This is an optimization exercise on Yosys and OpenROAD, whose aim is small area, not a production implementation. The RTL was checked by simulation tests, not by an equivalence proof against the original design. Power figures rest on the tool's default switching activity, not on a simulated workload.

## flow/run.sh

```bash
#!/bin/bash
# synth_recipe.tcl (not shown) runs the flow's synth.tcl, then flattens the netlist and writes it again
# the make line also repeats each setting of config.mk as NAME=value (left out here)
make -C /OpenROAD-flow-scripts/flow DESIGN_CONFIG=/design/flow/config.mk WORK_HOME=/design/flow/orfs CLKGATE_MAP_FILE= SYNTH_SCRIPT=/design/flow/synth_recipe.tcl finish
```

## flow/config.mk

```make
export PLATFORM = sky130hd
export DESIGN_NAME = top_flyinglogo
export DESIGN_NICKNAME = top_flyinglogo
export VERILOG_FILES = /design/flow/design.v
export SDC_FILE = /design/flow/constraint.sdc
export NUM_CORES = 4
export LEC_CHECK = 0
export CAP_MARGIN = 20
export CORE_MARGIN = 2
export CORE_UTILIZATION = 40
export SLEW_MARGIN = 20
export SYNTH_MEMORY_MAX_BITS = 65536
```

## flow/design.v

```verilog
`timescale 1ns / 1ps
module buzzer(
input clk,
input rst,
input up,
input down,
output buzzer_out
    );
    reg [1:0]  song;
    reg [11:0] tune;       
    reg [8:0]  slot_cnt;   
    reg        run;        
    reg [3:0]  note_q;     
    reg [17:0] cnt;        
    reg        wave;
    function [4:0] song_rom;
        input [10:0] a;
        begin
            song_rom = 5'h00;
            case (a)
            11'd512: song_rom = 5'h18;
            11'd513: song_rom = 5'h18;
            11'd514: song_rom = 5'h18;
            11'd515: song_rom = 5'h08;
            11'd516: song_rom = 5'h18;
            11'd517: song_rom = 5'h18;
            11'd518: song_rom = 5'h18;
            11'd519: song_rom = 5'h08;
            11'd520: song_rom = 5'h1c;
            11'd521: song_rom = 5'h1c;
            11'd522: song_rom = 5'h1c;
            11'd523: song_rom = 5'h0c;
            11'd524: song_rom = 5'h1c;
            11'd525: song_rom = 5'h1c;
            11'd526: song_rom = 5'h1c;
            11'd527: song_rom = 5'h0c;
            11'd528: song_rom = 5'h1d;
            11'd529: song_rom = 5'h1d;
            11'd530: song_rom = 5'h1d;
            11'd531: song_rom = 5'h0d;
            11'd532: song_rom = 5'h1d;
            11'd533: song_rom = 5'h1d;
            11'd534: song_rom = 5'h1d;
            11'd535: song_rom = 5'h0d;
            11'd536: song_rom = 5'h1c;
            11'd537: song_rom = 5'h1c;
            11'd538: song_rom = 5'h1c;
            11'd539: song_rom = 5'h1c;
            11'd540: song_rom = 5'h1c;
            11'd541: song_rom = 5'h1c;
            11'd542: song_rom = 5'h1c;
            11'd543: song_rom = 5'h0c;
            11'd544: song_rom = 5'h1b;
            11'd545: song_rom = 5'h1b;
            11'd546: song_rom = 5'h1b;
            11'd547: song_rom = 5'h0b;
            11'd548: song_rom = 5'h1b;
            11'd549: song_rom = 5'h1b;
            11'd550: song_rom = 5'h1b;
            11'd551: song_rom = 5'h0b;
            11'd552: song_rom = 5'h1a;
            11'd553: song_rom = 5'h1a;
            11'd554: song_rom = 5'h1a;
            11'd555: song_rom = 5'h0a;
            11'd556: song_rom = 5'h1a;
            11'd557: song_rom = 5'h1a;
            11'd558: song_rom = 5'h1a;
            11'd559: song_rom = 5'h0a;
            11'd560: song_rom = 5'h19;
            11'd561: song_rom = 5'h19;
            11'd562: song_rom = 5'h19;
            11'd563: song_rom = 5'h09;
            11'd564: song_rom = 5'h19;
            11'd565: song_rom = 5'h19;
            11'd566: song_rom = 5'h19;
            11'd567: song_rom = 5'h09;
            11'd568: song_rom = 5'h18;
            11'd569: song_rom = 5'h18;
            11'd570: song_rom = 5'h18;
            11'd571: song_rom = 5'h18;
            11'd572: song_rom = 5'h18;
            11'd573: song_rom = 5'h18;
            11'd574: song_rom = 5'h18;
            11'd575: song_rom = 5'h08;
            11'd576: song_rom = 5'h1c;
            11'd577: song_rom = 5'h1c;
            11'd578: song_rom = 5'h1c;
            11'd579: song_rom = 5'h0c;
            11'd580: song_rom = 5'h1c;
            11'd581: song_rom = 5'h1c;
            11'd582: song_rom = 5'h1c;
            11'd583: song_rom = 5'h0c;
            11'd584: song_rom = 5'h1b;
            11'd585: song_rom = 5'h1b;
            11'd586: song_rom = 5'h1b;
            11'd587: song_rom = 5'h0b;
            11'd588: song_rom = 5'h1b;
            11'd589: song_rom = 5'h1b;
            11'd590: song_rom = 5'h1b;
            11'd591: song_rom = 5'h0b;
            11'd592: song_rom = 5'h1a;
            11'd593: song_rom = 5'h1a;
            11'd594: song_rom = 5'h1a;
            11'd595: song_rom = 5'h0a;
            11'd596: song_rom = 5'h1a;
            11'd597: song_rom = 5'h1a;
            11'd598: song_rom = 5'h1a;
            11'd599: song_rom = 5'h0a;
            11'd600: song_rom = 5'h19;
            11'd601: song_rom = 5'h19;
            11'd602: song_rom = 5'h19;
            11'd603: song_rom = 5'h19;
            11'd604: song_rom = 5'h19;
            11'd605: song_rom = 5'h19;
            11'd606: song_rom = 5'h19;
            11'd607: song_rom = 5'h09;
            11'd608: song_rom = 5'h1c;
            11'd609: song_rom = 5'h1c;
            11'd610: song_rom = 5'h1c;
            11'd611: song_rom = 5'h0c;
            11'd612: song_rom = 5'h1c;
            11'd613: song_rom = 5'h1c;
            11'd614: song_rom = 5'h1c;
            11'd615: song_rom = 5'h0c;
            11'd616: song_rom = 5'h1b;
            11'd617: song_rom = 5'h1b;
            11'd618: song_rom = 5'h1b;
            11'd619: song_rom = 5'h0b;
            11'd620: song_rom = 5'h1b;
            11'd621: song_rom = 5'h1b;
            11'd622: song_rom = 5'h1b;
            11'd623: song_rom = 5'h0b;
            11'd624: song_rom = 5'h1a;
            11'd625: song_rom = 5'h1a;
            11'd626: song_rom = 5'h1a;
            11'd627: song_rom = 5'h0a;
            11'd628: song_rom = 5'h1a;
            11'd629: song_rom = 5'h1a;
            11'd630: song_rom = 5'h1a;
            11'd631: song_rom = 5'h0a;
            11'd632: song_rom = 5'h19;
            11'd633: song_rom = 5'h19;
            11'd634: song_rom = 5'h19;
            11'd635: song_rom = 5'h19;
            11'd636: song_rom = 5'h19;
            11'd637: song_rom = 5'h19;
            11'd638: song_rom = 5'h19;
            11'd639: song_rom = 5'h09;
            11'd1024: song_rom = 5'h10;
            11'd1026: song_rom = 5'h1a;
            11'd1027: song_rom = 5'h0a;
            11'd1028: song_rom = 5'h1a;
            11'd1029: song_rom = 5'h0a;
            11'd1030: song_rom = 5'h1c;
            11'd1031: song_rom = 5'h0c;
            11'd1032: song_rom = 5'h1d;
            11'd1033: song_rom = 5'h1d;
            11'd1034: song_rom = 5'h1d;
            11'd1035: song_rom = 5'h1d;
            11'd1036: song_rom = 5'h1d;
            11'd1037: song_rom = 5'h0d;
            11'd1038: song_rom = 5'h0c;
            11'd1039: song_rom = 5'h0d;
            11'd1040: song_rom = 5'h1c;
            11'd1041: song_rom = 5'h0c;
            11'd1042: song_rom = 5'h1a;
            11'd1043: song_rom = 5'h0a;
            11'd1044: song_rom = 5'h19;
            11'd1045: song_rom = 5'h09;
            11'd1046: song_rom = 5'h1c;
            11'd1047: song_rom = 5'h0c;
            11'd1048: song_rom = 5'h1a;
            11'd1049: song_rom = 5'h1a;
            11'd1050: song_rom = 5'h1a;
            11'd1051: song_rom = 5'h1a;
            11'd1052: song_rom = 5'h1a;
            11'd1053: song_rom = 5'h1a;
            11'd1054: song_rom = 5'h1a;
            11'd1055: song_rom = 5'h1a;
            11'd1056: song_rom = 5'h1a;
            11'd1057: song_rom = 5'h1a;
            11'd1058: song_rom = 5'h1a;
            11'd1059: song_rom = 5'h0a;
            11'd1060: song_rom = 5'h1a;
            11'd1061: song_rom = 5'h0a;
            11'd1062: song_rom = 5'h1c;
            11'd1063: song_rom = 5'h0c;
            11'd1064: song_rom = 5'h1d;
            11'd1065: song_rom = 5'h1d;
            11'd1066: song_rom = 5'h1d;
            11'd1067: song_rom = 5'h1d;
            11'd1068: song_rom = 5'h1d;
            11'd1069: song_rom = 5'h0d;
            11'd1070: song_rom = 5'h0c;
            11'd1071: song_rom = 5'h0d;
            11'd1072: song_rom = 5'h1f;
            11'd1073: song_rom = 5'h0f;
            11'd1074: song_rom = 5'h1e;
            11'd1075: song_rom = 5'h0e;
            11'd1076: song_rom = 5'h1d;
            11'd1077: song_rom = 5'h0d;
            11'd1078: song_rom = 5'h1c;
            11'd1079: song_rom = 5'h0c;
            11'd1080: song_rom = 5'h1d;
            11'd1081: song_rom = 5'h1d;
            11'd1082: song_rom = 5'h1d;
            11'd1083: song_rom = 5'h1d;
            11'd1084: song_rom = 5'h1d;
            11'd1085: song_rom = 5'h1d;
            11'd1086: song_rom = 5'h1d;
            11'd1087: song_rom = 5'h0d;
            11'd1088: song_rom = 5'h10;
            11'd1090: song_rom = 5'h0c;
            11'd1091: song_rom = 5'h0d;
            11'd1092: song_rom = 5'h1c;
            11'd1093: song_rom = 5'h0c;
            11'd1094: song_rom = 5'h1a;
            11'd1095: song_rom = 5'h0a;
            11'd1096: song_rom = 5'h19;
            11'd1097: song_rom = 5'h19;
            11'd1098: song_rom = 5'h19;
            11'd1099: song_rom = 5'h19;
            11'd1100: song_rom = 5'h19;
            11'd1101: song_rom = 5'h19;
            11'd1102: song_rom = 5'h19;
            11'd1103: song_rom = 5'h09;
            11'd1104: song_rom = 5'h10;
            11'd1106: song_rom = 5'h0c;
            11'd1107: song_rom = 5'h0d;
            11'd1108: song_rom = 5'h1c;
            11'd1109: song_rom = 5'h0c;
            11'd1110: song_rom = 5'h19;
            11'd1111: song_rom = 5'h09;
            11'd1112: song_rom = 5'h18;
            11'd1113: song_rom = 5'h18;
            11'd1114: song_rom = 5'h18;
            11'd1115: song_rom = 5'h18;
            11'd1116: song_rom = 5'h18;
            11'd1117: song_rom = 5'h18;
            11'd1118: song_rom = 5'h18;
            11'd1119: song_rom = 5'h08;
            11'd1120: song_rom = 5'h10;
            11'd1121: song_rom = 5'h10;
            11'd1122: song_rom = 5'h10;
            11'd1124: song_rom = 5'h16;
            11'd1125: song_rom = 5'h06;
            11'd1126: song_rom = 5'h17;
            11'd1127: song_rom = 5'h07;
            11'd1128: song_rom = 5'h18;
            11'd1129: song_rom = 5'h18;
            11'd1130: song_rom = 5'h18;
            11'd1131: song_rom = 5'h18;
            11'd1132: song_rom = 5'h18;
            11'd1133: song_rom = 5'h08;
            11'd1134: song_rom = 5'h19;
            11'd1135: song_rom = 5'h09;
            11'd1136: song_rom = 5'h17;
            11'd1137: song_rom = 5'h17;
            11'd1138: song_rom = 5'h17;
            11'd1139: song_rom = 5'h17;
            11'd1140: song_rom = 5'h17;
            11'd1141: song_rom = 5'h07;
            11'd1142: song_rom = 5'h16;
            11'd1143: song_rom = 5'h06;
            11'd1144: song_rom = 5'h16;
            11'd1145: song_rom = 5'h16;
            11'd1146: song_rom = 5'h16;
            11'd1147: song_rom = 5'h16;
            11'd1148: song_rom = 5'h16;
            11'd1149: song_rom = 5'h16;
            11'd1150: song_rom = 5'h16;
            11'd1151: song_rom = 5'h16;
            11'd1152: song_rom = 5'h16;
            11'd1153: song_rom = 5'h16;
            11'd1154: song_rom = 5'h16;
            11'd1155: song_rom = 5'h06;
            11'd1156: song_rom = 5'h10;
            11'd1157: song_rom = 5'h10;
            11'd1158: song_rom = 5'h10;
            11'd1160: song_rom = 5'h10;
            11'd1161: song_rom = 5'h10;
            11'd1162: song_rom = 5'h10;
            11'd1164: song_rom = 5'h19;
            11'd1165: song_rom = 5'h19;
            11'd1166: song_rom = 5'h19;
            11'd1167: song_rom = 5'h19;
            11'd1168: song_rom = 5'h19;
            11'd1169: song_rom = 5'h19;
            11'd1170: song_rom = 5'h19;
            11'd1171: song_rom = 5'h19;
            11'd1172: song_rom = 5'h19;
            11'd1173: song_rom = 5'h19;
            11'd1174: song_rom = 5'h19;
            11'd1175: song_rom = 5'h19;
            11'd1176: song_rom = 5'h19;
            11'd1177: song_rom = 5'h19;
            11'd1178: song_rom = 5'h19;
            11'd1179: song_rom = 5'h09;
            11'd1180: song_rom = 5'h19;
            11'd1181: song_rom = 5'h19;
            11'd1182: song_rom = 5'h19;
            11'd1183: song_rom = 5'h19;
            11'd1184: song_rom = 5'h19;
            11'd1185: song_rom = 5'h19;
            11'd1186: song_rom = 5'h19;
            11'd1187: song_rom = 5'h09;
            11'd1188: song_rom = 5'h18;
            11'd1189: song_rom = 5'h18;
            11'd1190: song_rom = 5'h18;
            11'd1191: song_rom = 5'h18;
            11'd1192: song_rom = 5'h18;
            11'd1193: song_rom = 5'h18;
            11'd1194: song_rom = 5'h18;
            11'd1195: song_rom = 5'h08;
            11'd1196: song_rom = 5'h19;
            11'd1197: song_rom = 5'h19;
            11'd1198: song_rom = 5'h19;
            11'd1199: song_rom = 5'h19;
            11'd1200: song_rom = 5'h19;
            11'd1201: song_rom = 5'h19;
            11'd1202: song_rom = 5'h19;
            11'd1203: song_rom = 5'h19;
            11'd1204: song_rom = 5'h19;
            11'd1205: song_rom = 5'h19;
            11'd1206: song_rom = 5'h19;
            11'd1207: song_rom = 5'h09;
            11'd1208: song_rom = 5'h1b;
            11'd1209: song_rom = 5'h1b;
            11'd1210: song_rom = 5'h1b;
            11'd1211: song_rom = 5'h0b;
            11'd1212: song_rom = 5'h1a;
            11'd1213: song_rom = 5'h1a;
            11'd1214: song_rom = 5'h1a;
            11'd1215: song_rom = 5'h1a;
            11'd1216: song_rom = 5'h1a;
            11'd1217: song_rom = 5'h0a;
            11'd1218: song_rom = 5'h19;
            11'd1219: song_rom = 5'h19;
            11'd1220: song_rom = 5'h18;
            11'd1221: song_rom = 5'h18;
            11'd1222: song_rom = 5'h18;
            11'd1223: song_rom = 5'h18;
            11'd1224: song_rom = 5'h18;
            11'd1225: song_rom = 5'h18;
            11'd1226: song_rom = 5'h18;
            11'd1227: song_rom = 5'h08;
            11'd1228: song_rom = 5'h19;
            11'd1229: song_rom = 5'h19;
            11'd1230: song_rom = 5'h19;
            11'd1231: song_rom = 5'h19;
            11'd1232: song_rom = 5'h19;
            11'd1233: song_rom = 5'h19;
            11'd1234: song_rom = 5'h19;
            11'd1235: song_rom = 5'h09;
            11'd1236: song_rom = 5'h1c;
            11'd1237: song_rom = 5'h1c;
            11'd1238: song_rom = 5'h1c;
            11'd1239: song_rom = 5'h1c;
            11'd1240: song_rom = 5'h1c;
            11'd1241: song_rom = 5'h1c;
            11'd1242: song_rom = 5'h1c;
            11'd1243: song_rom = 5'h0c;
            11'd1244: song_rom = 5'h1b;
            11'd1245: song_rom = 5'h1b;
            11'd1246: song_rom = 5'h1b;
            11'd1247: song_rom = 5'h0b;
            11'd1248: song_rom = 5'h1a;
            11'd1249: song_rom = 5'h1a;
            11'd1250: song_rom = 5'h1a;
            11'd1251: song_rom = 5'h0a;
            11'd1252: song_rom = 5'h19;
            11'd1253: song_rom = 5'h19;
            11'd1254: song_rom = 5'h19;
            11'd1255: song_rom = 5'h09;
            11'd1256: song_rom = 5'h1a;
            11'd1257: song_rom = 5'h1a;
            11'd1258: song_rom = 5'h1a;
            11'd1259: song_rom = 5'h0a;
            11'd1260: song_rom = 5'h1b;
            11'd1261: song_rom = 5'h1b;
            11'd1262: song_rom = 5'h1b;
            11'd1263: song_rom = 5'h1b;
            11'd1264: song_rom = 5'h1b;
            11'd1265: song_rom = 5'h0b;
            11'd1266: song_rom = 5'h1c;
            11'd1267: song_rom = 5'h1c;
            11'd1268: song_rom = 5'h1c;
            11'd1269: song_rom = 5'h1c;
            11'd1270: song_rom = 5'h1c;
            11'd1271: song_rom = 5'h0c;
            11'd1272: song_rom = 5'h1d;
            11'd1273: song_rom = 5'h1d;
            11'd1274: song_rom = 5'h1d;
            11'd1275: song_rom = 5'h1d;
            11'd1276: song_rom = 5'h1d;
            11'd1277: song_rom = 5'h1d;
            11'd1278: song_rom = 5'h1d;
            11'd1279: song_rom = 5'h0d;
            11'd1280: song_rom = 5'h1c;
            11'd1281: song_rom = 5'h1c;
            11'd1282: song_rom = 5'h1c;
            11'd1283: song_rom = 5'h0c;
            11'd1284: song_rom = 5'h1b;
            11'd1285: song_rom = 5'h1b;
            11'd1286: song_rom = 5'h1b;
            11'd1287: song_rom = 5'h0b;
            11'd1288: song_rom = 5'h1a;
            11'd1289: song_rom = 5'h1a;
            11'd1290: song_rom = 5'h1a;
            11'd1291: song_rom = 5'h0a;
            11'd1292: song_rom = 5'h19;
            11'd1293: song_rom = 5'h19;
            11'd1294: song_rom = 5'h19;
            11'd1295: song_rom = 5'h19;
            11'd1296: song_rom = 5'h19;
            11'd1297: song_rom = 5'h19;
            11'd1298: song_rom = 5'h19;
            11'd1299: song_rom = 5'h19;
            11'd1300: song_rom = 5'h19;
            11'd1301: song_rom = 5'h19;
            11'd1302: song_rom = 5'h19;
            11'd1303: song_rom = 5'h19;
            11'd1304: song_rom = 5'h19;
            11'd1305: song_rom = 5'h19;
            11'd1306: song_rom = 5'h19;
            11'd1307: song_rom = 5'h09;
            11'd1308: song_rom = 5'h19;
            11'd1309: song_rom = 5'h19;
            11'd1310: song_rom = 5'h19;
            11'd1311: song_rom = 5'h19;
            11'd1312: song_rom = 5'h19;
            11'd1313: song_rom = 5'h19;
            11'd1314: song_rom = 5'h19;
            11'd1315: song_rom = 5'h09;
            11'd1316: song_rom = 5'h18;
            11'd1317: song_rom = 5'h18;
            11'd1318: song_rom = 5'h18;
            11'd1319: song_rom = 5'h18;
            11'd1320: song_rom = 5'h18;
            11'd1321: song_rom = 5'h18;
            11'd1322: song_rom = 5'h18;
            11'd1323: song_rom = 5'h08;
            11'd1324: song_rom = 5'h19;
            11'd1325: song_rom = 5'h19;
            11'd1326: song_rom = 5'h19;
            11'd1327: song_rom = 5'h19;
            11'd1328: song_rom = 5'h19;
            11'd1329: song_rom = 5'h19;
            11'd1330: song_rom = 5'h19;
            11'd1331: song_rom = 5'h19;
            11'd1332: song_rom = 5'h19;
            11'd1333: song_rom = 5'h19;
            11'd1334: song_rom = 5'h19;
            11'd1335: song_rom = 5'h09;
            11'd1336: song_rom = 5'h1b;
            11'd1337: song_rom = 5'h1b;
            11'd1338: song_rom = 5'h1b;
            11'd1339: song_rom = 5'h0b;
            11'd1340: song_rom = 5'h1a;
            11'd1341: song_rom = 5'h1a;
            11'd1342: song_rom = 5'h1a;
            11'd1343: song_rom = 5'h1a;
            11'd1344: song_rom = 5'h1a;
            11'd1345: song_rom = 5'h0a;
            11'd1346: song_rom = 5'h19;
            11'd1347: song_rom = 5'h19;
            11'd1348: song_rom = 5'h18;
            11'd1349: song_rom = 5'h18;
            11'd1350: song_rom = 5'h18;
            11'd1351: song_rom = 5'h18;
            11'd1352: song_rom = 5'h18;
            11'd1353: song_rom = 5'h18;
            11'd1354: song_rom = 5'h18;
            11'd1355: song_rom = 5'h08;
            11'd1356: song_rom = 5'h19;
            11'd1357: song_rom = 5'h19;
            11'd1358: song_rom = 5'h19;
            11'd1359: song_rom = 5'h09;
            11'd1360: song_rom = 5'h16;
            11'd1361: song_rom = 5'h06;
            11'd1362: song_rom = 5'h18;
            11'd1363: song_rom = 5'h18;
            11'd1364: song_rom = 5'h18;
            11'd1365: song_rom = 5'h08;
            11'd1366: song_rom = 5'h19;
            11'd1367: song_rom = 5'h09;
            11'd1368: song_rom = 5'h16;
            11'd1369: song_rom = 5'h16;
            11'd1370: song_rom = 5'h16;
            11'd1371: song_rom = 5'h06;
            11'd1372: song_rom = 5'h15;
            11'd1373: song_rom = 5'h15;
            11'd1374: song_rom = 5'h15;
            11'd1375: song_rom = 5'h15;
            11'd1376: song_rom = 5'h15;
            11'd1377: song_rom = 5'h15;
            11'd1378: song_rom = 5'h15;
            11'd1379: song_rom = 5'h05;
            11'd1380: song_rom = 5'h16;
            11'd1381: song_rom = 5'h16;
            11'd1382: song_rom = 5'h16;
            11'd1383: song_rom = 5'h06;
            11'd1384: song_rom = 5'h18;
            11'd1385: song_rom = 5'h18;
            11'd1386: song_rom = 5'h18;
            11'd1387: song_rom = 5'h08;
            11'd1388: song_rom = 5'h19;
            11'd1389: song_rom = 5'h19;
            11'd1390: song_rom = 5'h19;
            11'd1391: song_rom = 5'h19;
            11'd1392: song_rom = 5'h19;
            11'd1393: song_rom = 5'h19;
            11'd1394: song_rom = 5'h19;
            11'd1395: song_rom = 5'h19;
            11'd1396: song_rom = 5'h19;
            11'd1397: song_rom = 5'h19;
            11'd1398: song_rom = 5'h19;
            11'd1399: song_rom = 5'h19;
            11'd1400: song_rom = 5'h19;
            11'd1401: song_rom = 5'h19;
            11'd1402: song_rom = 5'h19;
            11'd1403: song_rom = 5'h19;
            11'd1404: song_rom = 5'h19;
            11'd1405: song_rom = 5'h19;
            11'd1406: song_rom = 5'h19;
            11'd1407: song_rom = 5'h19;
            11'd1408: song_rom = 5'h19;
            11'd1409: song_rom = 5'h19;
            11'd1410: song_rom = 5'h19;
            11'd1411: song_rom = 5'h19;
            11'd1412: song_rom = 5'h19;
            11'd1413: song_rom = 5'h19;
            11'd1414: song_rom = 5'h19;
            11'd1415: song_rom = 5'h19;
            11'd1416: song_rom = 5'h19;
            11'd1417: song_rom = 5'h19;
            11'd1418: song_rom = 5'h19;
            11'd1419: song_rom = 5'h09;
            11'd1536: song_rom = 5'h1a;
            11'd1537: song_rom = 5'h0a;
            11'd1538: song_rom = 5'h1a;
            11'd1539: song_rom = 5'h0a;
            11'd1540: song_rom = 5'h1a;
            11'd1541: song_rom = 5'h0a;
            11'd1542: song_rom = 5'h08;
            11'd1543: song_rom = 5'h0a;
            11'd1545: song_rom = 5'h1c;
            11'd1546: song_rom = 5'h0c;
            11'd1548: song_rom = 5'h15;
            11'd1549: song_rom = 5'h05;
            11'd1551: song_rom = 5'h18;
            11'd1552: song_rom = 5'h08;
            11'd1554: song_rom = 5'h05;
            11'd1556: song_rom = 5'h13;
            11'd1557: song_rom = 5'h03;
            11'd1559: song_rom = 5'h16;
            11'd1560: song_rom = 5'h06;
            11'd1561: song_rom = 5'h17;
            11'd1562: song_rom = 5'h07;
            11'd1563: song_rom = 5'h07;
            11'd1564: song_rom = 5'h16;
            11'd1565: song_rom = 5'h06;
            11'd1566: song_rom = 5'h15;
            11'd1567: song_rom = 5'h05;
            11'd1568: song_rom = 5'h1a;
            11'd1569: song_rom = 5'h0a;
            11'd1570: song_rom = 5'h0c;
            11'd1571: song_rom = 5'h0d;
            11'd1573: song_rom = 5'h0b;
            11'd1574: song_rom = 5'h0c;
            11'd1576: song_rom = 5'h0a;
            11'd1578: song_rom = 5'h08;
            11'd1579: song_rom = 5'h09;
            11'd1580: song_rom = 5'h17;
            11'd1581: song_rom = 5'h07;
            11'd1583: song_rom = 5'h18;
            11'd1584: song_rom = 5'h08;
            11'd1586: song_rom = 5'h05;
            11'd1589: song_rom = 5'h03;
            11'd1591: song_rom = 5'h16;
            11'd1592: song_rom = 5'h06;
            11'd1593: song_rom = 5'h07;
            11'd1595: song_rom = 5'h07;
            11'd1596: song_rom = 5'h16;
            11'd1597: song_rom = 5'h06;
            11'd1599: song_rom = 5'h05;
            11'd1600: song_rom = 5'h1a;
            11'd1601: song_rom = 5'h0a;
            11'd1602: song_rom = 5'h1c;
            11'd1603: song_rom = 5'h0c;
            11'd1604: song_rom = 5'h1d;
            11'd1605: song_rom = 5'h0d;
            11'd1606: song_rom = 5'h1b;
            11'd1607: song_rom = 5'h0b;
            11'd1608: song_rom = 5'h1c;
            11'd1609: song_rom = 5'h0c;
            11'd1611: song_rom = 5'h1a;
            11'd1612: song_rom = 5'h0a;
            11'd1613: song_rom = 5'h09;
            11'd1614: song_rom = 5'h08;
            11'd1615: song_rom = 5'h17;
            11'd1616: song_rom = 5'h17;
            11'd1617: song_rom = 5'h17;
            11'd1618: song_rom = 5'h07;
            11'd1620: song_rom = 5'h1c;
            11'd1621: song_rom = 5'h0c;
            11'd1622: song_rom = 5'h0b;
            11'd1623: song_rom = 5'h0b;
            11'd1624: song_rom = 5'h1a;
            11'd1625: song_rom = 5'h0a;
            11'd1626: song_rom = 5'h1a;
            11'd1627: song_rom = 5'h0a;
            11'd1628: song_rom = 5'h05;
            11'd1629: song_rom = 5'h16;
            11'd1630: song_rom = 5'h06;
            11'd1631: song_rom = 5'h18;
            11'd1632: song_rom = 5'h08;
            11'd1634: song_rom = 5'h06;
            11'd1635: song_rom = 5'h08;
            11'd1636: song_rom = 5'h19;
            11'd1637: song_rom = 5'h09;
            11'd1639: song_rom = 5'h0c;
            11'd1640: song_rom = 5'h0b;
            11'd1641: song_rom = 5'h1b;
            11'd1642: song_rom = 5'h0b;
            11'd1643: song_rom = 5'h1a;
            11'd1644: song_rom = 5'h0a;
            11'd1646: song_rom = 5'h1a;
            11'd1647: song_rom = 5'h0a;
            11'd1648: song_rom = 5'h11;
            11'd1649: song_rom = 5'h01;
            11'd1650: song_rom = 5'h11;
            11'd1651: song_rom = 5'h01;
            11'd1652: song_rom = 5'h11;
            11'd1653: song_rom = 5'h01;
            11'd1655: song_rom = 5'h0c;
            11'd1656: song_rom = 5'h0b;
            11'd1657: song_rom = 5'h0b;
            11'd1658: song_rom = 5'h1a;
            11'd1659: song_rom = 5'h0a;
            11'd1660: song_rom = 5'h0a;
            11'd1662: song_rom = 5'h05;
            11'd1664: song_rom = 5'h06;
            11'd1665: song_rom = 5'h18;
            11'd1666: song_rom = 5'h08;
            11'd1667: song_rom = 5'h06;
            11'd1668: song_rom = 5'h08;
            11'd1670: song_rom = 5'h19;
            11'd1671: song_rom = 5'h09;
            11'd1673: song_rom = 5'h1a;
            11'd1674: song_rom = 5'h0a;
            11'd1676: song_rom = 5'h19;
            11'd1677: song_rom = 5'h09;
            11'd1678: song_rom = 5'h10;
            11'd1679: song_rom = 5'h10;
            11'd1680: song_rom = 5'h10;
            11'd1682: song_rom = 5'h08;
            11'd1683: song_rom = 5'h10;
            11'd1684: song_rom = 5'h10;
            11'd1685: song_rom = 5'h10;
            11'd1687: song_rom = 5'h10;
            11'd1688: song_rom = 5'h10;
            11'd1689: song_rom = 5'h10;
            11'd1691: song_rom = 5'h10;
            11'd1692: song_rom = 5'h10;
            11'd1693: song_rom = 5'h10;
            11'd1695: song_rom = 5'h0c;
            default: song_rom = 5'h00;
            endcase
        end
    endfunction
    function [17:0] half_period;
        input [3:0] n;
        begin
            case (n)
            4'd0:  half_period = 18'd200000;
            4'd1:  half_period = 18'd382;
            4'd2:  half_period = 18'd340;
            4'd3:  half_period = 18'd303;
            4'd4:  half_period = 18'd286;
            4'd5:  half_period = 18'd255;
            4'd6:  half_period = 18'd227;
            4'd7:  half_period = 18'd202;
            4'd8:  half_period = 18'd191;
            4'd9:  half_period = 18'd170;
            4'd10: half_period = 18'd152;
            4'd11: half_period = 18'd143;
            4'd12: half_period = 18'd128;
            4'd13: half_period = 18'd114;
            4'd14: half_period = 18'd101;
            default: half_period = 18'd96;
            endcase
        end
    endfunction
    wire [4:0] entry     = (tune[11:9] == 3'd0) ? song_rom({song, tune[8:0]}) : 5'h00;
    wire       next_cont = entry[4];
    wire       slot_end  = (slot_cnt == 9'd500);
    wire       finished  = tune[11] & tune[0];
    always @(posedge clk or negedge rst)
    begin
        if (~rst) begin
            song     <= 2'd0;
            tune     <= 12'd0;
            slot_cnt <= 9'd0;
            run      <= 1'b0;
        end
        else begin
            run <= 1'b1;
            if (up) begin
                song     <= song - 2'd1;
                tune     <= 12'd0;
                slot_cnt <= 9'd0;
            end
            else if (down) begin
                song     <= song + 2'd1;
                tune     <= 12'd0;
                slot_cnt <= 9'd0;
            end
            else if (slot_end) begin
                tune     <= tune + 12'd1;
                slot_cnt <= 9'd0;
            end
            else if (!finished)
                slot_cnt <= slot_cnt + 9'd1;
        end
    end
    always @(posedge clk)
        note_q <= entry[3:0];
    always @(posedge clk or negedge rst)
    begin
        if (~rst) begin
            wave <= 1'b0;
            cnt  <= 18'd0;
        end
        else if (run) begin
            if (cnt == half_period(note_q) || (!next_cont && slot_end)) begin
                wave <= ~wave;
                cnt  <= 18'd0;
            end
            else
                cnt <= cnt + 18'd1;
        end
    end
    assign buzzer_out = wave;
endmodule
`timescale 1ns / 1ps
module toPosedge(
    input clk,
    input rst_n,
    input  sig_in,
    output sig_out
    );
    reg        prev;      
    reg        armed;     
    reg [10:0] cnt;       
    wire       sat = cnt[10] & cnt[0];
    always @(posedge clk) begin
        if (rst_n) begin
            prev  <= 1'b0;
            armed <= 1'b0;
            cnt   <= 11'd0;
        end
        else begin
            prev  <= sig_in;
            armed <= sat & prev;
            if (sig_in != prev)
                cnt <= 11'd0;
            else if (!sat)
                cnt <= cnt + 11'd1;
        end
    end
    assign sig_out = armed & ~prev;
endmodule
`timescale 1 ns / 1 ns
module vga_640x480(pclk, reset, hsync, vsync, x_cnt, y_cnt);
   input        pclk;
   input        reset;
   output       hsync;
   output       vsync;
   output reg [9:0] x_cnt;
   output reg [9:0] y_cnt;
   always @(posedge pclk)
      if (reset) begin
         x_cnt <= 10'd0;
         y_cnt <= 10'd0;
      end
      else if (x_cnt == 10'd799) begin
         x_cnt <= 10'd0;
         y_cnt <= (y_cnt == 10'd524) ? 10'd0 : y_cnt + 10'd1;
      end
      else
         x_cnt <= x_cnt + 10'd1;
   assign hsync = (x_cnt >= 10'd95);
   assign vsync = (y_cnt >= 10'd2);
endmodule
`timescale 1 ns / 1 ns
module logo_rom(x_cnt, y_cnt, rom_addr);
   input  [9:0]  x_cnt;
   input  [9:0]  y_cnt;
   output [16:0] rom_addr;
   wire [9:0]  hx = x_cnt - 10'd146;
   wire [9:0]  vy = y_cnt - 10'd36;
   wire [16:0] h  = (x_cnt >= 10'd146) ? {8'd0, hx[9:1]} : 17'h0ffff;
   wire [16:0] v  = (y_cnt >= 10'd36)  ? {8'd0, vy[9:1]} : 17'h0ffff;
   assign rom_addr = v * 17'd320 + h;
endmodule
`timescale 1 ns / 1 ns
module top_flyinglogo(clk, rst, hsync, vsync, vga_r, vga_g, vga_b, buzzer_out, button, rom_addr, rom_data);
   input           clk;
   input           rst;
   input [1:0]     button;
   output          hsync;
   output          vsync;
   output [3:0]    vga_r;
   output [3:0]    vga_g;
   output [3:0]    vga_b;
   output [16:0]   rom_addr;
   input  [11:0]   rom_data;
   output          buzzer_out;
   reg             rst_n;      
   reg             rst_n2;     
   wire            go_up, go_down;
   wire [9:0]      x_cnt, y_cnt;
   always @(posedge clk) begin
      rst_n  <= ~rst;
      rst_n2 <= rst_n;
   end
   toPosedge btnUp(clk, rst_n, button[1], go_up);
   toPosedge btnDown(clk, rst_n, button[0], go_down);
   buzzer Buzzer(clk, rst, go_up, go_down, buzzer_out);
   vga_640x480 u2(.pclk(clk), .reset(rst_n), .hsync(hsync), .vsync(vsync),
                  .x_cnt(x_cnt), .y_cnt(y_cnt));
   logo_rom u1(.x_cnt(x_cnt), .y_cnt(y_cnt), .rom_addr(rom_addr));
   reg             up_d, down_d;
   reg  [1:0]      focus_d;    
   reg  [14:0]     fade_cnt;   
   reg  [3:0]      grey;       
   reg             darking;
   always @(posedge clk) begin
      up_d   <= go_up;
      down_d <= go_down;
      if (rst_n2)
         focus_d <= 2'd0;
      else if (up_d)
         focus_d <= focus_d - 2'd1;
      else if (down_d)
         focus_d <= focus_d + 2'd1;
      if (rst_n2) begin
         fade_cnt <= 15'd0;
         grey     <= 4'hf;
         darking  <= 1'b1;
      end
      else if (fade_cnt == 15'd24999) begin
         fade_cnt <= 15'd0;
         grey     <= darking ? grey - 4'd1 : grey + 4'd1;
         if ((darking && grey == 4'd1) || (!darking && grey == 4'd14))
            darking <= ~darking;
      end
      else
         fade_cnt <= fade_cnt + 15'd1;
   end
   wire visible = (x_cnt >= 10'd144) && (x_cnt < 10'd784) &&
                  (y_cnt >= 10'd35) && (y_cnt < 10'd515);
   wire in_band = ((y_cnt >= 10'd36)  && (y_cnt < 10'd196) && focus_d == 2'd1) ||
                  ((y_cnt >= 10'd196) && (y_cnt < 10'd356) && focus_d == 2'd2) ||
                  ((y_cnt >= 10'd356) && focus_d == 2'd3);
   wire grey_on = in_band && (rom_data != 12'd0);
   wire [11:0] pix = grey_on ? {grey, grey, grey} : rom_data;
   wire [11:0] vga_data = visible ? pix : 12'd0;
   assign vga_r = vga_data[11:8];
   assign vga_g = vga_data[7:4];
   assign vga_b = vga_data[3:0];
endmodule
```

## flow/constraint.sdc

```tcl
create_clock -name core_clock -period 10.0 [get_ports {clk}]
set_input_delay 2.0000 -clock core_clock [delete_from_list [all_inputs] [get_ports {clk}]]
set_output_delay 2.0000 -clock core_clock [all_outputs]
set_load 0.01 [all_outputs]
```

==> impl_metrics.env, run 1 <==
export IMPL_cts_hold_buffers=0
export IMPL_yosysTopAreaCellShare=0.167
export IMPL_htreeDepth=4
export IMPL_yosys_most_used_dff="dfxtp_1"
export IMPL_hpwlAfterDp_um=15600
export IMPL_maxSlewViolCount=0
export IMPL_comb_power_share=0.068
export IMPL_slowest_delay_ns=0.60
export IMPL_layout_common_cells="nor2_1, nand2_1, dfxtp_1"
export IMPL_initial_core_util=0.406
export IMPL_rows=57
export IMPL_multi_input_area_mm2=0.00648
export IMPL_reg2reg_from="Buzzer.tune[2]"
export IMPL_hp_class="register to register"
export IMPL_cp_max_fo=10
export IMPL_worstHoldStart="Buzzer.wave"
export IMPL_p_leak_nw=4.37
export IMPL_async_flop_share=0.344
export IMPL_finalSetupTns_ns=0
export IMPL_syn_to_final_growth_pct=12.1
export IMPL_cts_sinks=125
export IMPL_first_global_vias=7807
export IMPL_grt_antenna_before_repair=0
export IMPL_diodes=0
export IMPL_cts_tree="built"
export IMPL_synth_top_area_cell="dfxtp_1"
export IMPL_die_h_um=161
export IMPL_ctsResizeCount=0
export IMPL_final_seq_area_mm2=0.00272
export IMPL_fin_crit_ns=7.24
export IMPL_layout_commonest_cell="nor2_1"
export IMPL_ys_seq_area_frac=0.277
export IMPL_synthesis_nets=1324
export IMPL_fill_cells=2380
export IMPL_final_util=0.455
export IMPL_synth_compound_area_share=0.174
export IMPL_cts_buffers=17
export IMPL_fin_skew_ns=0.00689
export IMPL_hold_viol=0
export IMPL_grt_max_degree=83
export IMPL_r2r_cells=13
export IMPL_endpoint_kind="output pin"
export IMPL_avgRoutedWirePerCell_um=14.6
export IMPL_die_w_um=161
export IMPL_clk_latency_ns=0.42
export IMPL_synthXorXnorAreaFrac=0.103
export IMPL_clk_pin_slew_ns=0.06
export IMPL_ant_nets=0
export IMPL_clockBufferDepth=2
export IMPL_setup_violations_final=0
export IMPL_max_slew_margin_rel=0.456
export IMPL_p_sw_uw=301
export IMPL_min_to="Buzzer.wave"
export IMPL_synth_simple_area_share=0.242
export IMPL_fin_crit_sh=0.724
export IMPL_critPathRequiredTime_ns=8.00
export IMPL_vias=8476
export IMPL_startpoint_type="register"
export IMPL_power_density_mw_per_mm2=119
export IMPL_seq_power_share=0.432
export IMPL_synth_adder_area_share=0.107
export IMPL_avgViaCountPerCell=5.43
export IMPL_vdd_drop_max_mv=0.119
export IMPL_tightest_slew_ns=0.816
export IMPL_max_freq_ghz=0.138
export IMPL_syn_inst=1225
export IMPL_cpLargestDelayFamily="adder cells"
export IMPL_portBuffers=47
export IMPL_crit_type="register to output pin"
export IMPL_grt_pass1_wl_um=38800
export IMPL_status="no timing/DRC/antenna violations"
export IMPL_path_cells="inv_1 -> ha_1 -> nand2b_1 -> o21a_1 -> or3_1 -> o21ai_0 -> ha_1 -> fa_1 -> a21oi_1 -> nor2_1 -> nor2_1 -> o21bai_1 -> a21oi_1 -> xnor2_1 -> ha_1 -> inv_1 -> nor4_1 -> a21oi_1 -> o311a_1 -> o311ai_0 -> clkdlybuf4s50_1"
export IMPL_grt_overflow=0
export IMPL_wl_um=22800
export IMPL_synth_cell_type_count=87
export IMPL_synth_area_per_cell_um2=8.02
export IMPL_drive_gt1_frac=0.0622
export IMPL_clock_power_share=0.500
export IMPL_synth_edff_count=0
export IMPL_crit_buf_inv=3
export IMPL_synth_top_family_by_area="simple AND/OR/NAND/NOR gates"
export IMPL_gp_congestion=0.849
export IMPL_route_detailed_drc=0
export IMPL_netlist_area_mm2=0.00982
export IMPL_cts_root_buf="clkbuf_16"
export IMPL_power_internal_mw=1.01
export IMPL_slowest_stage="clkdlybuf4s50_1"
export IMPL_muxShareOfSynthArea=0.0320
export IMPL_critPathArrivalTime_ns=5.24
export IMPL_switching_share=0.230
export IMPL_fp_dieArea_mm2=0.0258
export IMPL_firstDrtPassIters=5
export IMPL_whs_path_depth=1
export IMPL_r2r_slack_ns=5.57
export IMPL_ys_ff_latch=125
export IMPL_yosysWarnings=4
export IMPL_core_mm2=0.0242
export IMPL_fin_nets=1324
export IMPL_grt_use_total=0.179
export IMPL_cap_violations=0
export IMPL_synth_area_leaders="dfxtp_1, dfrtp_1, ha_1, nor2_1, xor2_1"
export IMPL_io_pins=48
export IMPL_post_cts_buffers=0
export IMPL_rsz0062_at_grt="false"
export IMPL_drt_iter0_drc=691
-- cell families after synthesis --
kind of cell    after synthesis
simple gates                487
compound gates              250
xor+xnor                    116
mux                          27
other cells                   1
buf+inv                     136
flops                       125
fa+ha+maj                    83
-- power by group through the flow --
stage               registers (mW)  clock network (mW)  logic [mW]
global placement             0.575                   0      0.0866
CTS                          0.565               0.669      0.0899
finish                       0.565               0.654      0.0888
floorplan                    0.564                   0      0.0717
detailed placement           0.575                   0      0.0893
global route                 0.571               0.690       0.103
-- cell type report --
cell class / count / share of cell area
clock buffer: 22 / 0.0460
sequential: 125 / 0.247
tap: 324 / 0.0368
clock inverter: 9 / 0.0115
multi-input combinational: 964 / 0.589
inverter: 61 / 0.0208
timing repair buffer: 56 / 0.0484
-- sequential cells by signal, summed over array words and instances (netlist names), 2 cells and up, named ones only --
register         flops
Buzzer.cnt          18
Buzzer.slot_cnt      9
Buzzer.song          2
Buzzer.tune         12
btnDown.cnt         11
btnUp.cnt           11
fade_cnt            15
focus_d              2
grey                 4
u2.x_cnt            10
u2.y_cnt            10
-- cells in the mapped netlist (23+ instances only) --
| cell | count |
|---|---|
| nand4_1 | 24 |
| xor2_1 | 62 |
| nand2_1 | 117 |
| xnor2_1 | 54 |
| inv_1 | 55 |
| ha_1 | 81 |
| nor2_1 | 148 |
| nand2b_1 | 23 |
| o21ai_0 | 34 |
| clkbuf_1 | 35 |
| nand3_1 | 39 |
| dfxtp_1 | 82 |
| dfrtp_1 | 43 |
| a21oi_1 | 67 |
-- worst max-delay path by stage --
stage	cells past startpoint	end	slack (ns)	startpoint
2_1_floorplan	21	rom_addr[15]	4.05	u2.y_cnt[2]
3_3_place_gp	21	rom_addr[15]	3.32	u2.y_cnt[2]
3_5_place_dp	21	rom_addr[15]	3.20	u2.y_cnt[2]
4_1_cts	21	rom_addr[15]	2.74	u2.y_cnt[2]
5_1_grt	21	rom_addr[15]	2.20	u2.y_cnt[2]
6_report	21	rom_addr[15]	2.76	u2.y_cnt[2]
-- through the flow --
stage	std cells	instance area (um2)	worst slack, ns	hold slack, ns	power (mW)
3_5_place_dp	1530	10400	3.20	0.462	0.664
2_1_floorplan	1225	9820	4.05	0.360	0.635
6_report	1561	11000	2.76	0.463	1.31
3_3_place_gp	1530	10400	3.32	0.454	0.661
5_1_grt	1561	11000	2.20	0.480	1.36
4_1_cts	1561	11000	2.74	0.470	1.32
-- routing by layer --
layer / routed length (um) / vias up / GRT usage
met3: 1200 / 36 / 0.0302
met5: 0 / - / 0
met4: 356 / 0 / 0.0593
met2: 10100 / 261 / 0.273
li1: - / 4286 / -
met1: 11200 / 3893 / 0.257
==> inputs of run 2 (changes only) <==
--- a/flow/design.v
+++ b/flow/design.v
@@ -10,6 +10,7 @@
     reg [11:0] tune;       
-    reg [8:0]  slot_cnt;   
+    reg        fin;        
+    reg [8:0]  slot;       
     reg        run;        
-    reg [3:0]  note_q;     
-    reg [17:0] cnt;        
+    reg        match;      
+    reg [8:0]  cnt;        
     reg        wave;
@@ -18,3 +19,2 @@
         begin
-            song_rom = 5'h00;
             case (a)
@@ -671,3 +671,3 @@
     endfunction
-    function [17:0] half_period;
+    function [8:0] pre_match;
         input [3:0] n;
@@ -675,18 +675,17 @@
             case (n)
-            4'd0:  half_period = 18'd200000;
-            4'd1:  half_period = 18'd382;
-            4'd2:  half_period = 18'd340;
-            4'd3:  half_period = 18'd303;
-            4'd4:  half_period = 18'd286;
-            4'd5:  half_period = 18'd255;
-            4'd6:  half_period = 18'd227;
-            4'd7:  half_period = 18'd202;
-            4'd8:  half_period = 18'd191;
-            4'd9:  half_period = 18'd170;
-            4'd10: half_period = 18'd152;
-            4'd11: half_period = 18'd143;
-            4'd12: half_period = 18'd128;
-            4'd13: half_period = 18'd114;
-            4'd14: half_period = 18'd101;
-            default: half_period = 18'd96;
+            4'd0: pre_match = 9'h001;   
+            4'd1: pre_match = 9'h1c4;   
+            4'd3: pre_match = 9'h064;   
+            4'd5: pre_match = 9'h01d;   
+            4'd6: pre_match = 9'h138;   
+            4'd7: pre_match = 9'h1d7;   
+            4'd8: pre_match = 9'h1d2;   
+            4'd9: pre_match = 9'h0bb;   
+            4'd10: pre_match = 9'h014;   
+            4'd11: pre_match = 9'h154;   
+            4'd12: pre_match = 9'h05a;   
+            4'd13: pre_match = 9'h16e;   
+            4'd14: pre_match = 9'h083;   
+            4'd15: pre_match = 9'h174;   
+            default: pre_match = 9'bx;
             endcase
@@ -694,6 +693,9 @@
     endfunction
-    wire [4:0] entry     = (tune[11:9] == 3'd0) ? song_rom({song, tune[8:0]}) : 5'h00;
-    wire       next_cont = entry[4];
-    wire       slot_end  = (slot_cnt == 9'd500);
-    wire       finished  = tune[11] & tune[0];
+    wire [4:0] raw       = song_rom({song, tune[8:0]});
+    wire       in_song   = (tune[11:9] == 3'd0) & ~fin;
+    wire [3:0] note      = in_song ? raw[3:0] : 4'd0;
+    wire       next_cont = in_song & raw[4];
+    wire       slot_end  = (slot == 9'h0c4);
+    wire       fin_flip  = fin & (tune[8:0] == 9'd399) & (slot == 9'h0df);
+    wire       flip      = match | (slot_end & ~fin & ~next_cont) | fin_flip;
     always @(posedge clk or negedge rst)
@@ -701,6 +703,7 @@
         if (~rst) begin
-            song     <= 2'd0;
-            tune     <= 12'd0;
-            slot_cnt <= 9'd0;
-            run      <= 1'b0;
+            song <= 2'd0;
+            tune <= 12'd0;
+            fin  <= 1'b0;
+            slot <= 9'h001;
+            run  <= 1'b0;
         end
@@ -708,18 +711,23 @@
             run <= 1'b1;
-            if (up) begin
-                song     <= song - 2'd1;
-                tune     <= 12'd0;
-                slot_cnt <= 9'd0;
+            if (up | down) begin
+                song <= up ? song - 2'd1 : song + 2'd1;
+                tune <= 12'd0;
+                fin  <= 1'b0;
+                slot <= 9'h001;
             end
-            else if (down) begin
-                song     <= song + 2'd1;
-                tune     <= 12'd0;
-                slot_cnt <= 9'd0;
+            else if (fin_flip) begin
+                tune <= 12'd0;
+                slot <= 9'h001;
             end
             else if (slot_end) begin
-                tune     <= tune + 12'd1;
-                slot_cnt <= 9'd0;
+                slot <= 9'h001;
+                if (tune[11]) begin
+                    fin  <= 1'b1;
+                    tune <= 12'd0;
+                end
+                else
+                    tune <= tune + 12'd1;
             end
-            else if (!finished)
-                slot_cnt <= slot_cnt + 9'd1;
+            else
+                slot <= {slot[7:0], slot[8] ^ slot[4]};
         end
@@ -727,3 +735,3 @@
     always @(posedge clk)
-        note_q <= entry[3:0];
+        match <= run & ~flip & (cnt == pre_match(note));
     always @(posedge clk or negedge rst)
@@ -732,11 +740,11 @@
             wave <= 1'b0;
-            cnt  <= 18'd0;
+            cnt  <= 9'h04d;
         end
         else if (run) begin
-            if (cnt == half_period(note_q) || (!next_cont && slot_end)) begin
+            if (flip) begin
                 wave <= ~wave;
-                cnt  <= 18'd0;
+                cnt  <= 9'h04d;
             end
             else
-                cnt <= cnt + 18'd1;
+                cnt <= {cnt[7:0], cnt[8] ^ cnt[4] ^ ((cnt[7:0] == 8'd0) & cnt[8])};
         end
@@ -754,4 +762,6 @@
     reg        armed;     
-    reg [10:0] cnt;       
-    wire       sat = cnt[10] & cnt[0];
+    reg [10:0] cnt;
+    wire       low_zero = (cnt[9:0] == 10'd0);
+    wire       sat      = low_zero & ~cnt[10];
+    wire       fb       = cnt[10] ^ cnt[8] ^ (low_zero & cnt[10]);
     always @(posedge clk) begin
@@ -760,3 +770,3 @@
             armed <= 1'b0;
-            cnt   <= 11'd0;
+            cnt   <= 11'h7f0;
         end
@@ -766,5 +776,5 @@
             if (sig_in != prev)
-                cnt <= 11'd0;
-            else if (!sat)
-                cnt <= cnt + 11'd1;
+                cnt <= 11'h7f0;
+            else
+                cnt <= {cnt[9:0], fb};
         end
@@ -774,33 +784,43 @@
 `timescale 1 ns / 1 ns
-module vga_640x480(pclk, reset, hsync, vsync, x_cnt, y_cnt);
-   input        pclk;
-   input        reset;
-   output       hsync;
-   output       vsync;
-   output reg [9:0] x_cnt;
-   output reg [9:0] y_cnt;
+module vga_640x480(pclk, reset, hsync, vsync, h_cnt, line_base, line_odd);
+   input             pclk;
+   input             reset;
+   output            hsync;
+   output            vsync;
+   output reg [9:0]  h_cnt;
+   output reg [10:0] line_base;
+   output reg        line_odd;
+   wire line_end  = (h_cnt == 10'd781);
+   wire frame_end = (line_base == 11'd1219) & ~line_odd;
    always @(posedge pclk)
       if (reset) begin
-         x_cnt <= 10'd0;
-         y_cnt <= 10'd0;
+         h_cnt     <= 10'd1006;
+         line_base <= 11'd1957;
+         line_odd  <= 1'b0;
       end
-      else if (x_cnt == 10'd799) begin
-         x_cnt <= 10'd0;
-         y_cnt <= (y_cnt == 10'd524) ? 10'd0 : y_cnt + 10'd1;
+      else if (line_end) begin
+         h_cnt <= 10'd1006;
+         if (frame_end) begin
+            line_base <= 11'd1957;
+            line_odd  <= 1'b0;
+         end
+         else begin
+            if (line_odd)
+               line_base <= line_base + 11'd5;
+            line_odd <= ~line_odd;
+         end
       end
       else
-         x_cnt <= x_cnt + 10'd1;
-   assign hsync = (x_cnt >= 10'd95);
-   assign vsync = (y_cnt >= 10'd2);
+         h_cnt <= h_cnt + 10'd1;
+   assign hsync = (h_cnt >= 10'd77) && (h_cnt < 10'd1006);
+   assign vsync = (line_base != 11'd1957);
 endmodule
 `timescale 1 ns / 1 ns
-module logo_rom(x_cnt, y_cnt, rom_addr);
-   input  [9:0]  x_cnt;
-   input  [9:0]  y_cnt;
+module logo_rom(h_cnt, line_base, rom_addr);
+   input  [9:0]  h_cnt;
+   input  [10:0] line_base;
    output [16:0] rom_addr;
-   wire [9:0]  hx = x_cnt - 10'd146;
-   wire [9:0]  vy = y_cnt - 10'd36;
-   wire [16:0] h  = (x_cnt >= 10'd146) ? {8'd0, hx[9:1]} : 17'h0ffff;
-   wire [16:0] v  = (y_cnt >= 10'd36)  ? {8'd0, vy[9:1]} : 17'h0ffff;
-   assign rom_addr = v * 17'd320 + h;
+   wire [10:0] hi   = line_base + {8'd0, h_cnt[9:7]};
+   wire        at_edge = (h_cnt[9:7] == 3'd0);
+   assign rom_addr = {hi[10] ^ at_edge, hi[9:0], h_cnt[6:1]};
 endmodule
@@ -820,9 +840,8 @@
    reg             rst_n;      
-   reg             rst_n2;     
    wire            go_up, go_down;
-   wire [9:0]      x_cnt, y_cnt;
-   always @(posedge clk) begin
-      rst_n  <= ~rst;
-      rst_n2 <= rst_n;
-   end
+   wire [9:0]      h_cnt;
+   wire [10:0]     line_base;
+   wire            line_odd;
+   always @(posedge clk)
+      rst_n <= ~rst;
    toPosedge btnUp(clk, rst_n, button[1], go_up);
@@ -831,13 +850,14 @@
    vga_640x480 u2(.pclk(clk), .reset(rst_n), .hsync(hsync), .vsync(vsync),
-                  .x_cnt(x_cnt), .y_cnt(y_cnt));
-   logo_rom u1(.x_cnt(x_cnt), .y_cnt(y_cnt), .rom_addr(rom_addr));
+                  .h_cnt(h_cnt), .line_base(line_base), .line_odd(line_odd));
+   logo_rom u1(.h_cnt(h_cnt), .line_base(line_base), .rom_addr(rom_addr));
    reg             up_d, down_d;
    reg  [1:0]      focus_d;    
-   reg  [14:0]     fade_cnt;   
+   reg  [14:0]     fade;       
    reg  [3:0]      grey;       
    reg             darking;
+   wire            fade_end = (fade == 15'h1b5d);
    always @(posedge clk) begin
-      up_d   <= go_up;
-      down_d <= go_down;
-      if (rst_n2)
+      up_d   <= go_up & ~rst_n;
+      down_d <= go_down & ~rst_n;
+      if (rst_n)
          focus_d <= 2'd0;
@@ -847,10 +867,10 @@
          focus_d <= focus_d + 2'd1;
-      if (rst_n2) begin
-         fade_cnt <= 15'd0;
-         grey     <= 4'hf;
-         darking  <= 1'b1;
+      if (rst_n) begin
+         fade    <= 15'h1b5d;
+         grey    <= 4'd14;
+         darking <= 1'b0;
       end
-      else if (fade_cnt == 15'd24999) begin
-         fade_cnt <= 15'd0;
-         grey     <= darking ? grey - 4'd1 : grey + 4'd1;
+      else if (fade_end) begin
+         fade    <= 15'h1b5f;
+         grey    <= darking ? grey - 4'd1 : grey + 4'd1;
          if ((darking && grey == 4'd1) || (!darking && grey == 4'd14))
@@ -859,9 +879,12 @@
       else
-         fade_cnt <= fade_cnt + 15'd1;
+         fade <= {fade[13:0], fade[14] ^ fade[13]};
    end
-   wire visible = (x_cnt >= 10'd144) && (x_cnt < 10'd784) &&
-                  (y_cnt >= 10'd35) && (y_cnt < 10'd515);
-   wire in_band = ((y_cnt >= 10'd36)  && (y_cnt < 10'd196) && focus_d == 2'd1) ||
-                  ((y_cnt >= 10'd196) && (y_cnt < 10'd356) && focus_d == 2'd2) ||
-                  ((y_cnt >= 10'd356) && focus_d == 2'd3);
+   wire row_vis = (line_base == 11'd2042 && line_odd) || (line_base == 11'd2047) ||
+                  (line_base < 11'd1194) || (line_base == 11'd1194 && !line_odd);
+   wire visible = (h_cnt >= 10'd126) && (h_cnt < 10'd766) && row_vis;
+   wire band1   = (line_base == 11'd2047) || (line_base < 11'd399);
+   wire band2   = (line_base >= 11'd399) && (line_base < 11'd799);
+   wire band3   = (line_base >= 11'd799) && (line_base < 11'd1957);
+   wire in_band = (band1 && focus_d == 2'd1) || (band2 && focus_d == 2'd2) ||
+                  (band3 && focus_d == 2'd3);
    wire grey_on = in_band && (rom_data != 12'd0);
==> run 2 against run 1 <==
Against the previous run: critical endpoint is now vga_b[1]; maximum frequency increased by 24%; core utilization decreased by 1.2 points; sequential share of layout area increased by 1.8 points; critical path type is now primary input to output pin; highest routed layer unchanged; first-iteration DRC count increased by 0.72%; register-to-register slack got worse by 0.68 ns; critical path depth decreased by 14; still clean on timing, DRC and antenna; clock skew increased by 0.0029 ns; sequential power decreased by 15%; flip-flop and latch count decreased by 16; wire length decreased by 5.8%.
==> impl_metrics.env, run 2 <==
export IMPL_drive_gt1_frac=0.0592
export IMPL_ant_nets=0
export IMPL_synth_most_common_cell="nand2_1"
export IMPL_die_h_um=147
export IMPL_syn_inst=1039
export IMPL_largest_register="fade"
export IMPL_synth_top_area_cell="dfxtp_1"
export IMPL_reg_top3="fade (15), Buzzer.tune (12)"
export IMPL_ys_seq_area_frac=0.288
export IMPL_dpl_worst_slack_ns=4.15
export IMPL_hold_ws_ns=0.447
export IMPL_power_uw=932
export IMPL_layout_commonest_cell="nand2_1"
export IMPL_synthTopCellsByCount="nand2_1, nor2_1, dfxtp_1"
export IMPL_startpoint_type="primary input"
export IMPL_grt_overflow=0
export IMPL_endpoint_kind="output pin"
export IMPL_synthesis_nets=1105
export IMPL_crit_type="primary input to output pin"
export IMPL_clk_latency_ns=0.35
export IMPL_ctsResizeCount=0
export IMPL_fp_dieArea_mm2=0.0217
export IMPL_wl_um=21500
export IMPL_cap_violations=0
export IMPL_status="no timing/DRC/antenna violations"
export IMPL_firstDrtPassIters=5
export IMPL_vdd_drop_max_mv=0.0911
export IMPL_core_mm2=0.0202
export IMPL_max_slew_margin_rel=0.334
export IMPL_setup_slack_ns=4.15
export IMPL_yosys_most_used_dff="dfxtp_1"
export IMPL_drt_iter0_drc=696
export IMPL_diodes=0
export IMPL_die_w_um=147
export IMPL_largest_register_ffs=15
export IMPL_post_dp_cell_area_mm2=0.00863
export IMPL_grt_pass1_wl_um=36400
export IMPL_cts_root_buf="clkbuf_16"
export IMPL_fin_crit_sh=0.585
export IMPL_whs_path_depth=1
export IMPL_design_area_mm2=0.00894
export IMPL_avgViaCountPerCell=5.83
export IMPL_io_pins=48
export IMPL_rows=52
export IMPL_cp_max_fo=7
export IMPL_synth_area_per_cell_um2=7.89
export IMPL_first_global_vias=6977
export IMPL_maxSlewViolCount=0
export IMPL_hp_class="register to register"
export IMPL_synth_area_leaders="dfxtp_1, dfrtp_1, ha_1, nand2_1, nor2_1"
export IMPL_r2r_cells=14
export IMPL_setup_violations_final=0
export IMPL_cts_buffers=9
export IMPL_gp_congestion=0.892
export IMPL_avgRoutedWirePerCell_um=16.6
export IMPL_power_density_mw_per_mm2=104
export IMPL_async_flop_share=0.321
export IMPL_synth_cell_type_count=86
export IMPL_portBuffers=47
export IMPL_hpwlAfterDp_um=14700
export IMPL_clk_pin_slew_ns=0.08
export IMPL_ys_ff_latch=109
export IMPL_post_cts_buffers=0
export IMPL_final_util=0.443
export IMPL_fin_skew_ns=0.00980
export IMPL_netlist_area_mm2=0.00820
export IMPL_finalNonFillerCells=1300
export IMPL_clockBufferDepth=2
export IMPL_grt_antenna_before_repair=0
export IMPL_initial_core_util=0.406
export IMPL_grt_max_degree=82
export IMPL_critPathRequiredTime_ns=8.00
export IMPL_fill_cells=2066
export IMPL_dp_cells=1284
export IMPL_yosysTopAreaCellShare=0.181
export IMPL_layout_common_cells="nand2_1, nor2_1, dfxtp_1"
export IMPL_tightest_slew_ns=0.994
export IMPL_max_freq_ghz=0.171
export IMPL_critPathArrivalTime_ns=3.85
export IMPL_vias=7575
export IMPL_syn_to_final_growth_pct=9.07
export IMPL_fin_nets=1091
export IMPL_htreeDepth=3
export IMPL_hold_viol=0
export IMPL_rsz0062_at_grt="false"
export IMPL_grt_use_total=0.202
export IMPL_finalSetupTns_ns=0
export IMPL_synth_edff_count=0
export IMPL_yosysWarnings=4
export IMPL_fin_crit_ns=5.85
export IMPL_p_leak_nw=3.39
export IMPL_route_detailed_drc=0
export IMPL_cts_tree="built"
export IMPL_cts_hold_buffers=0
export IMPL_cts_sinks=109
## run 2: worst max-delay path, stage by stage
cell and delay [ns]:
clkdlybuf4s50_1 0.42, nor4_1 0.32, a31o_2 0.28, inv_1 0.11, nand2_1 0.13, a21oi_1 0.09, clkdlybuf4s50_1 0.50
## run 2: final cells by class
cell class,count,area [um2],area share
tap,270,338,0.0378
clock buffer,9,225,0.0252
inverter,38,143,0.0160
sequential,109,2370,0.265
timing repair buffer,56,533,0.0596
multi-input combinational,811,5240,0.587
clock inverter,7,88.8,0.00994
## run 2: metal layers
| layer | global-route usage | part of all wire | routed length, um | vias up |
|---|---|---|---|---|
| li1 | - | - | - | 3712 |
| met1 | 0.297 | 0.48 | 10300 | 3573 |
| met2 | 0.302 | 0.45 | 9590 | 253 |
| met3 | 0.0314 | 0.057 | 1220 | 37 |
| met4 | 0.0663 | 0.019 | 416 | 0 |
| met5 | 0 | 0 | 0 | - |
## run 2: report_power, final
group	internal, mW	switching [mW]	total (mW)
Clock	0.181	0.184	0.365
Sequential	0.456	0.0233	0.479
Combinational	0.0445	0.0432	0.0877
## run 2: worst paths after layout
kind                                 start  slack, ns             end
setup / recovery               rom_data[7]       4.15        vga_b[1]
hold / removal             btnDown.cnt[10]       0.45   btnDown.armed
setup reg to reg            Buzzer.tune[1]       4.89    Buzzer.match
hold reg to reg            btnDown.cnt[10]       0.45   btnDown.armed
max in group asynchronous              rst       7.68  Buzzer.tune[2]
min in group asynchronous              rst       1.73   Buzzer.cnt[5]
## run 2: cell families (layout without fill, tap and decap cells)
kind of cell | Yosys count | count (layout) | synth area share
xor+xnor | 47 | 47 | 0.0502
mux | 14 | 14 | 0.0179
simple gates | 433 | 433 | 0.268
other cells | 1 | 1 | 0.000458
buf+inv | 119 | 110 | 0.0719
fa+ha+maj | 50 | 50 | 0.0772
compound gates | 266 | 266 | 0.226
flops | 109 | 109 | 0.288

[afterwards: timing with drivers on the ports]
The flow's constraints put no driver on any port. The routed layouts listed below were extracted and timed again, unchanged, in two steps.
Step 1 sets driving cells, clkbuf_16 on the clock port and buf_2 on the other inputs (assumed; they add their load-dependent delay and slew).
Step 2 adds t to the input delays and takes it off the output delays; t is the mean of the earliest and latest rising clock arrival at the registers after step 1. Input paths then give back, and output paths get back, about the clock's delay inside the block.
Slacks: ideal ports / drivers / drivers and shift; pairs: ideal ports / drivers.
run | t (ns) | setup slack, ns | latest minus earliest clock arrival (ns) | worst register clock-pin slew, ns | pins driven straight from the clock port
run 1 | 0.452 | 2.762 / 2.722 / 3.174 | 0.007 / 0.007 | 0.06 / 0.06 | 1
run 2 | 0.390 | 4.152 / 4.129 / 4.129 | 0.010 / 0.010 | 0.08 / 0.08 | 1
After both steps setup and hold are still met in every run listed. For run 2, which loses most, drivers alone change the setup slack by -0.023 ns; drivers and shift together by -0.023 ns.
